Background: an optimization exercise with open tools, aiming at small area. Do not read the settings as production practice.
Where RTL was checked, it was by simulation tests only, not by an equivalence proof against the original.
The clock port is modelled as an ideal driver; clocking choices that lean on that would not hold on a real chip.
Power figures rest on the tool's default switching activity, not on a simulated workload.

## basys3
module basys3(
    input clk,
    input rst,
    input [15:0] sw,
    input btn0,
    output [15:0] led,
    output [0:6] seg,
    output [3:0] digit,
    output sound,
    output [0:6] seg2,
    output seg2_sel
    );
==> module seq_table_lit, before the edit <==
module seq_table_lit(
    input [2:0] lvl,
    input [2:0] idx,
    output [3:0] step
    );
    assign step[0] = (idx[0] & ~lvl[0] & ~lvl[2]) | (~idx[0] & lvl[0] & ~lvl[1] & lvl[2]) | (idx[0] & idx[1] & ~idx[2] & lvl[0] & lvl[2]) | (~idx[0] & idx[1] & idx[2] & lvl[0]) | (~idx[1] & ~idx[2] & ~lvl[0] & ~lvl[1]) | (~idx[0] & ~idx[2] & ~lvl[0] & lvl[1] & lvl[2]) | (idx[0] & ~idx[1] & idx[2] & ~lvl[0] & lvl[1]);
    assign step[1] = (idx[0] & ~idx[1] & ~idx[2] & lvl[0]) | (~idx[1] & idx[2] & lvl[1] & lvl[2]) | (~idx[0] & idx[1] & ~lvl[2]) | (~idx[1] & ~idx[2] & ~lvl[0] & lvl[2]) | (idx[1] & ~lvl[0] & ~lvl[2]) | (~idx[0] & idx[2] & ~lvl[0] & lvl[1]) | (~idx[0] & idx[1] & ~lvl[0] & ~lvl[1]) | (~idx[0] & ~idx[1] & lvl[0] & ~lvl[1]) | (idx[0] & ~idx[2] & lvl[0] & lvl[1] & lvl[2]);
    assign step[2] = (idx[0] & lvl[0] & lvl[1]) | (~lvl[0] & lvl[1] & ~lvl[2]) | (~idx[1] & ~lvl[0] & ~lvl[1] & lvl[2]) | (idx[0] & idx[2] & ~lvl[1]) | (idx[1] & ~idx[2] & lvl[0] & lvl[1] & lvl[2]);
    assign step[3] = (~idx[0] & ~idx[1]) | (idx[0] & idx[2] & ~lvl[0]) | (~idx[0] & lvl[0] & ~lvl[2]) | (idx[0] & ~idx[2] & lvl[0] & ~lvl[1] & lvl[2]) | (~lvl[0] & ~lvl[1] & ~lvl[2]) | (~idx[1] & idx[2] & lvl[1]) | (idx[0] & idx[1] & ~lvl[0] & ~lvl[2]) | (~idx[0] & idx[2] & lvl[0] & lvl[1]) | (~idx[0] & ~idx[2] & ~lvl[0] & lvl[1] & lvl[2]);
endmodule
==> module seq_gen, before the edit <==
module seq_gen(
    input clk,
    input rst,
    input clk_blink,
    input reset,
    input start_seq,
    input [2:0] level,
    output [15:0] led
    );
    localparam [3:0] IDLE = 4'b1100;
    reg [3:0] index;
    reg [2:0] level_lit;
    wire playing_seq = (index != IDLE);
    wire lit = playing_seq && (index != 0);
    wire [3:0] num;
    wire done = index[3] |
                (index[2] & ~level[2]) |
                (~(index[2] ^ level[2]) & ((index[1] & ~level[1]) |
                                           (~(index[1] ^ level[1]) & index[0] & ~level[0])));
    wire [3:0] index_inc = {index[3] ^ (index[2] & index[1] & index[0]),
                            index[2] ^ (index[1] & index[0]),
                            index[1] ^ index[0],
                            ~index[0]};
    seq_table_lit table_(
        .lvl (level_lit),
        .idx (index[2:0]),
        .step (num)
    );
    always @(posedge clk) begin
        if (rst) begin
            index <= IDLE;
        end
        else if (reset) begin
            if (playing_seq)
                index <= 0;
        end
        else if (start_seq) begin
            if (!playing_seq)
                index <= 0;
        end
        else if (clk_blink && playing_seq) begin
            if (done) begin
                index <= IDLE;
            end
            else begin
                level_lit <= level;
                index <= index_inc;
            end
        end
    end
    assign led = lit ? 16'd1 << num : 16'd0;
endmodule
Settings: LEC_CHECK=0, ABC_AREA=1, CAP_MARGIN=20, CORE_MARGIN=2, CORE_UTILIZATION=40, SLEW_MARGIN=20; clock period 10.0 ns.
standard.sh (not shown) runs the stock make flow with config.mk's settings and CLKGATE_MAP_FILE= SYNTH_SCRIPT=/design/flow/synth_recipe.tcl, a recipe that flattens the netlist after the stock synthesis.
==> flow/flow/run.sh <==
#!/bin/bash
# The standard layout (standard.sh), with three changes made through the
# ORFS hooks it reads from the environment:
#  - port buffers are the smallest buffer, buf_1, instead of the one
#    buffer_ports picks by itself;
#  - the clock tree is built of clkbuf_4 without dummy loads;
#  - after clock tree synthesis, flow/post_cts.tcl upsizes the few tree
#    buffers whose flip-flops would see a slow clock edge.
# standard.sh writes each tool's log under orfs/logs; its own output goes to
# standard_flow.log.
set -euo pipefail
export BUFFER_PORTS_ARGS="-buffer_cell sky130_fd_sc_hd__buf_1"
export CTS_ARGS="-sink_clustering_enable -repair_clock_nets -dont_use_dummy_load -buf_list sky130_fd_sc_hd__clkbuf_4 -sink_clustering_size 20"
export POST_CTS_TCL="$(pwd)/flow/post_cts.tcl"
bash standard.sh > standard_flow.log 2>&1
==> flow/flow/post_cts.tcl <==
estimate_parasitics -placement
set upsized 0
foreach inst [get_cells *] {
  if {[get_property $inst ref_name] ne "sky130_fd_sc_hd__clkbuf_4"} { continue }
  set out [get_pins -of_objects $inst -filter "direction == output"]
  set net [get_nets -of_objects $out]
  set sinks [get_pins -of_objects $net -filter "direction == input"]
  # only buffers that drive flip-flops
  set ffs 0
  foreach p $sinks { if {[get_property $p name] eq "CLK"} { incr ffs } }
  if {$ffs == 0} { continue }
  set worst 0.0
  foreach p $sinks {
    foreach prop {slew_max_rise slew_max_fall} {
      set s [get_property $p $prop]
      if {[string is double -strict $s] && $s > $worst} { set worst $s }
    }
  }
  if {$worst > 0.09} {
    puts "upsizing [get_property $inst name]: [llength $sinks] sinks, slew $worst"
    replace_cell $inst [get_lib_cells sky130_fd_sc_hd__clkbuf_8]
    incr upsized
  }
}
puts "upsized $upsized clock buffers"
if {$upsized > 0} {
  detailed_placement
  estimate_parasitics -placement
}
==> next run, changes <==
--- a/flow/design.v
+++ b/flow/design.v
@@ -117,18 +117,8 @@
     assign step[1] = (~idx[1] & lvl[0] & ~lvl[2]) | (~idx[0] & ~idx[1] & ~idx[2] & lvl[2]) | (~idx[0] & ~idx[1] & idx[2] & lvl[1]) | (idx[1] & ~idx[2] & lvl[0] & lvl[1] & lvl[2]) | (idx[0] & ~idx[1] & ~lvl[2]) | (idx[0] & idx[2] & ~lvl[0]) | (idx[1] & ~lvl[0] & ~lvl[2]) | (idx[0] & idx[1] & lvl[0] & ~lvl[1]) | (idx[0] & idx[1] & ~lvl[0] & lvl[1]) | (idx[0] & ~idx[1] & ~lvl[0] & ~lvl[1]);
     assign step[2] = (~idx[0] & lvl[0] & lvl[1]) | (~lvl[0] & lvl[1] & ~lvl[2]) | (~idx[0] & idx[2] & ~lvl[1]) | (idx[0] & idx[1] & ~lvl[0] & ~lvl[1]) | (~idx[1] & ~idx[2] & lvl[0] & lvl[1] & lvl[2]) | (~idx[0] & ~idx[1] & ~lvl[0] & ~lvl[1] & lvl[2]);
     assign step[3] = (idx[0] & idx[1]) | (~idx[0] & idx[2] & ~lvl[0]) | (idx[0] & lvl[0] & ~lvl[2]) | (~idx[1] & idx[2] & lvl[0] & lvl[1]) | (~idx[0] & ~idx[2] & lvl[0] & ~lvl[1] & lvl[2]) | (~lvl[0] & ~lvl[1] & ~lvl[2]) | (idx[1] & ~lvl[0] & ~lvl[2]) | (idx[0] & ~idx[2] & ~lvl[0] & lvl[1] & lvl[2]);
 endmodule
-module seq_table_lit(
-    input [2:0] lvl,
-    input [2:0] idx,
-    output [3:0] step
-    );
-    assign step[0] = (idx[0] & ~lvl[0] & ~lvl[2]) | (~idx[0] & lvl[0] & ~lvl[1] & lvl[2]) | (idx[0] & idx[1] & ~idx[2] & lvl[0] & lvl[2]) | (~idx[0] & idx[1] & idx[2] & lvl[0]) | (~idx[1] & ~idx[2] & ~lvl[0] & ~lvl[1]) | (~idx[0] & ~idx[2] & ~lvl[0] & lvl[1] & lvl[2]) | (idx[0] & ~idx[1] & idx[2] & ~lvl[0] & lvl[1]);
-    assign step[1] = (idx[0] & ~idx[1] & ~idx[2] & lvl[0]) | (~idx[1] & idx[2] & lvl[1] & lvl[2]) | (~idx[0] & idx[1] & ~lvl[2]) | (~idx[1] & ~idx[2] & ~lvl[0] & lvl[2]) | (idx[1] & ~lvl[0] & ~lvl[2]) | (~idx[0] & idx[2] & ~lvl[0] & lvl[1]) | (~idx[0] & idx[1] & ~lvl[0] & ~lvl[1]) | (~idx[0] & ~idx[1] & lvl[0] & ~lvl[1]) | (idx[0] & ~idx[2] & lvl[0] & lvl[1] & lvl[2]);
-    assign step[2] = (idx[0] & lvl[0] & lvl[1]) | (~lvl[0] & lvl[1] & ~lvl[2]) | (~idx[1] & ~lvl[0] & ~lvl[1] & lvl[2]) | (idx[0] & idx[2] & ~lvl[1]) | (idx[1] & ~idx[2] & lvl[0] & lvl[1] & lvl[2]);
-    assign step[3] = (~idx[0] & ~idx[1]) | (idx[0] & idx[2] & ~lvl[0]) | (~idx[0] & lvl[0] & ~lvl[2]) | (idx[0] & ~idx[2] & lvl[0] & ~lvl[1] & lvl[2]) | (~lvl[0] & ~lvl[1] & ~lvl[2]) | (~idx[1] & idx[2] & lvl[1]) | (idx[0] & idx[1] & ~lvl[0] & ~lvl[2]) | (~idx[0] & idx[2] & lvl[0] & lvl[1]) | (~idx[0] & ~idx[2] & ~lvl[0] & lvl[1] & lvl[2]);
-endmodule
 module seq_gen(
     input clk,
     input rst,
     input clk_blink,
@@ -138,24 +128,23 @@
     output [15:0] led
     );
     localparam [3:0] IDLE = 4'b1100;
     reg [3:0] index;
-    reg [2:0] level_lit;
+    reg [3:0] num;
     wire playing_seq = (index != IDLE);
-    wire lit = playing_seq && (index != 0);
-    wire [3:0] num;
+    wire [3:0] step;
     wire done = index[3] |
                 (index[2] & ~level[2]) |
                 (~(index[2] ^ level[2]) & ((index[1] & ~level[1]) |
                                            (~(index[1] ^ level[1]) & index[0] & ~level[0])));
     wire [3:0] index_inc = {index[3] ^ (index[2] & index[1] & index[0]),
                             index[2] ^ (index[1] & index[0]),
                             index[1] ^ index[0],
                             ~index[0]};
-    seq_table_lit table_(
-        .lvl (level_lit),
+    seq_table table_(
+        .lvl (level),
         .idx (index[2:0]),
-        .step (num)
+        .step (step)
     );
     always @(posedge clk) begin
         if (rst) begin
             index <= IDLE;
@@ -172,14 +161,14 @@
             if (done) begin
                 index <= IDLE;
             end
             else begin
-                level_lit <= level;
+                num <= step;
                 index <= index_inc;
             end
         end
     end
-    assign led = lit ? 16'd1 << num : 16'd0;
+    assign led = {15'd0, playing_seq && index != 0} << num;
 endmodule
 module player_seq(
     input clk,
     input rst,
Result: The new run completed with no timing, DRC or antenna violations; critical path depth falls by 2; synthesized area falls by 2.2%; core utilization shrinks by 0.75 points; first-iteration DRC count falls by 11%; clock power goes down by about 3%; sequential share of layout area went up by 1.6 points; routed wire length is lower by 5.4%; cell count falls by 1.4%.


RTL: one of the versions met above, not the one the previous note started from.
Size in the first run: roughly 570 cells after synthesis, roughly 120 flip-flops, ~55 I/O pins, about 0.0051 mm² of cells after synthesis.
## basys3
module basys3(
    input clk,
    input rst,
    input [15:0] sw,
    input btn0,
    output [15:0] led,
    output [0:6] seg,
    output [3:0] digit,
    output sound,
    output [0:6] seg2,
    output seg2_sel
    );
    wire       press;
    wire [3:0] key;
    wire       w_display;
    wire       w_blink;
    wire [2:0] level;
    wire [2:0] level_next;
    wire [2:0] high;
    wire       judged;
    wire       miss;
    wire       next_level = judged & ~miss;
    wire       reset_game = judged & miss;
    reg start_seq;
    always @(posedge clk)
        start_seq <= rst | judged;
    inputs inputs_(
        .clk (clk),
        .rst (rst),
        .sw (sw),
        .press (press),
        .key (key)
    );
    clock clock_(
        .clk (clk),
        .rst (rst),
        .reset (reset_game),
        .clk_display (w_display),
        .clk_blink (w_blink)
    );
    seq_gen seq_gen_(
        .clk (clk),
        .rst (rst),
        .clk_blink (w_blink),
        .reset (reset_game),
        .start_seq (start_seq),
        .level (level),
        .led (led)
    );
    player_seq player_seq_(
        .clk (clk),
        .rst (rst),
        .restart (btn0),
        .press (press),
        .key (key),
        .level (level),
        .level_next (level_next),
        .judged (judged),
        .miss (miss)
    );
    tone_generator buzzer(
        .clk (clk),
        .rst (rst),
        .correct (next_level),
        .incorrect (reset_game),
        .sound (sound)
    );
    counter counter_(
        .clk (clk),
        .rst (rst),
        .judged (judged),
        .miss (miss),
        .level (level),
        .level_next (level_next),
        .high (high)
    );
    seg7_control seg7_(
        .clk (clk),
        .rst (rst),
        .clk_display (w_display),
        .reset (reset_game),
        .level (level),
        .seg (seg),
  ...
==> module seq_gen, before the edit <==
module seq_gen(
    input clk,
    input rst,
    input clk_blink,
    input reset,
    input start_seq,
    input [2:0] level,
    output [15:0] led
    );
    localparam [3:0] IDLE = 4'b1100;
    reg [3:0] index;
    reg [3:0] num;
    wire playing_seq = (index != IDLE);
    wire [3:0] step;
    wire done = index[3] |
                (index[2] & ~level[2]) |
                (~(index[2] ^ level[2]) & ((index[1] & ~level[1]) |
                                           (~(index[1] ^ level[1]) & index[0] & ~level[0])));
    wire [3:0] index_inc = {index[3] ^ (index[2] & index[1] & index[0]),
                            index[2] ^ (index[1] & index[0]),
                            index[1] ^ index[0],
                            ~index[0]};
    seq_table table_(
        .lvl (level),
        .idx (index[2:0]),
        .step (step)
    );
    always @(posedge clk) begin
        if (rst) begin
            index <= IDLE;
        end
        else if (reset) begin
            if (playing_seq)
                index <= 0;
        end
        else if (start_seq) begin
            if (!playing_seq)
                index <= 0;
        end
        else if (clk_blink && playing_seq) begin
            if (done) begin
                index <= IDLE;
            end
            else begin
                num <= step;
                index <= index_inc;
            end
        end
    end
    assign led = {15'd0, playing_seq && index != 0} << num;
endmodule
==> flow/config.mk <==
export PLATFORM = sky130hd
export DESIGN_NAME = basys3
export DESIGN_NICKNAME = basys3
export VERILOG_FILES = /design/flow/design.v
export SDC_FILE = /design/flow/constraint.sdc
export NUM_CORES = 4
export LEC_CHECK = 0
export CAP_MARGIN = 20
export CORE_MARGIN = 2
export CORE_UTILIZATION = 40
export SLEW_MARGIN = 20
==> flow/constraint.sdc <==
create_clock -name core_clock -period 10.0 [get_ports {clk}]
set_input_delay 2.0000 -clock core_clock [delete_from_list [all_inputs] [get_ports {clk}]]
set_output_delay 2.0000 -clock core_clock [all_outputs]
set_load 0.01 [all_outputs]
Scripts as last shown in full above: flow/flow/run.sh, flow/flow/post_cts.tcl
The first run ran to the end with no violations.
Change:
--- a/flow/design.v
+++ b/flow/design.v
@@ -125,14 +125,13 @@
     input reset,
     input start_seq,
     input [2:0] level,
     output [15:0] led
     );
-    localparam [3:0] IDLE = 4'b1100;
-    reg [3:0] index;
+    reg [3:0] index;   
     reg [3:0] num;
-    wire playing_seq = (index != IDLE);
+    reg playing_seq;
     wire [3:0] step;
     wire done = index[3] |
                 (index[2] & ~level[2]) |
                 (~(index[2] ^ level[2]) & ((index[1] & ~level[1]) |
                                            (~(index[1] ^ level[1]) & index[0] & ~level[0])));
@@ -145,31 +144,31 @@
         .idx (index[2:0]),
         .step (step)
     );
     always @(posedge clk) begin
         if (rst) begin
-            index <= IDLE;
+            index <= 0;
+            playing_seq <= 0;
         end
         else if (reset) begin
-            if (playing_seq)
-                index <= 0;
+            index <= 0;
         end
         else if (start_seq) begin
-            if (!playing_seq)
-                index <= 0;
+            playing_seq <= 1;
         end
         else if (clk_blink && playing_seq) begin
             if (done) begin
-                index <= IDLE;
+                playing_seq <= 0;
+                index <= 0;
             end
             else begin
                 num <= step;
                 index <= index_inc;
             end
         end
     end
-    assign led = {15'd0, playing_seq && index != 0} << num;
+    assign led = {15'd0, |index} << num;
 endmodule
 module player_seq(
     input clk,
     input rst,
     input restart,
Effect:
- routed wire length went up by 5.6%
- power goes down by 1.5%
- non-clock buffer count is unchanged
- design area climbs by 2.0%
- via count rose by 3.3%
- worst hold slack stays flat
- worst setup slack gets worse by 0.11 ns
- clock-buffer cell count stays the same
- utilization climbs by 0.53 points
- die area went up by 1.8%
For the second run of this note, only the layout was checked, not whether the RTL still works.

==> port drivers added, routing unchanged <==
The results above use ideal ports. As a check the final layouts listed here were re-extracted and re-timed, cells and wires unchanged.
Step 1, drivers: a clkbuf_16 drives clk and a buf_2 each remaining input, both assumed.
Step 2 adds t to the input delays and takes it off the output delays; t is the mean of the earliest and latest rising clock arrival at the registers after step 1. Input paths then give back, and output paths get back, about the clock's delay inside the block.
Slacks: no drivers / after step 1 / after step 2; pairs: no drivers / after step 1.
run	t, ns	setup WS [ns]	worst setup path at the end	clock arrival spread, ns	cell pins on the clock port's net
the first run of note 1	0.550	5.395 / 5.364 / 5.915	register to output	0.033 / 0.033	1
the second run of note 1	0.516	5.680 / 5.649 / 6.165	register to output	0.028 / 0.029	1
the first run of note 2	0.552	5.445 / 5.412 / 5.964	register to output	0.030 / 0.030	1
the second run of note 2	0.567	5.332 / 5.301 / 5.868	register to output	0.032 / 0.032	1
After both steps every run listed still meets setup and hold.
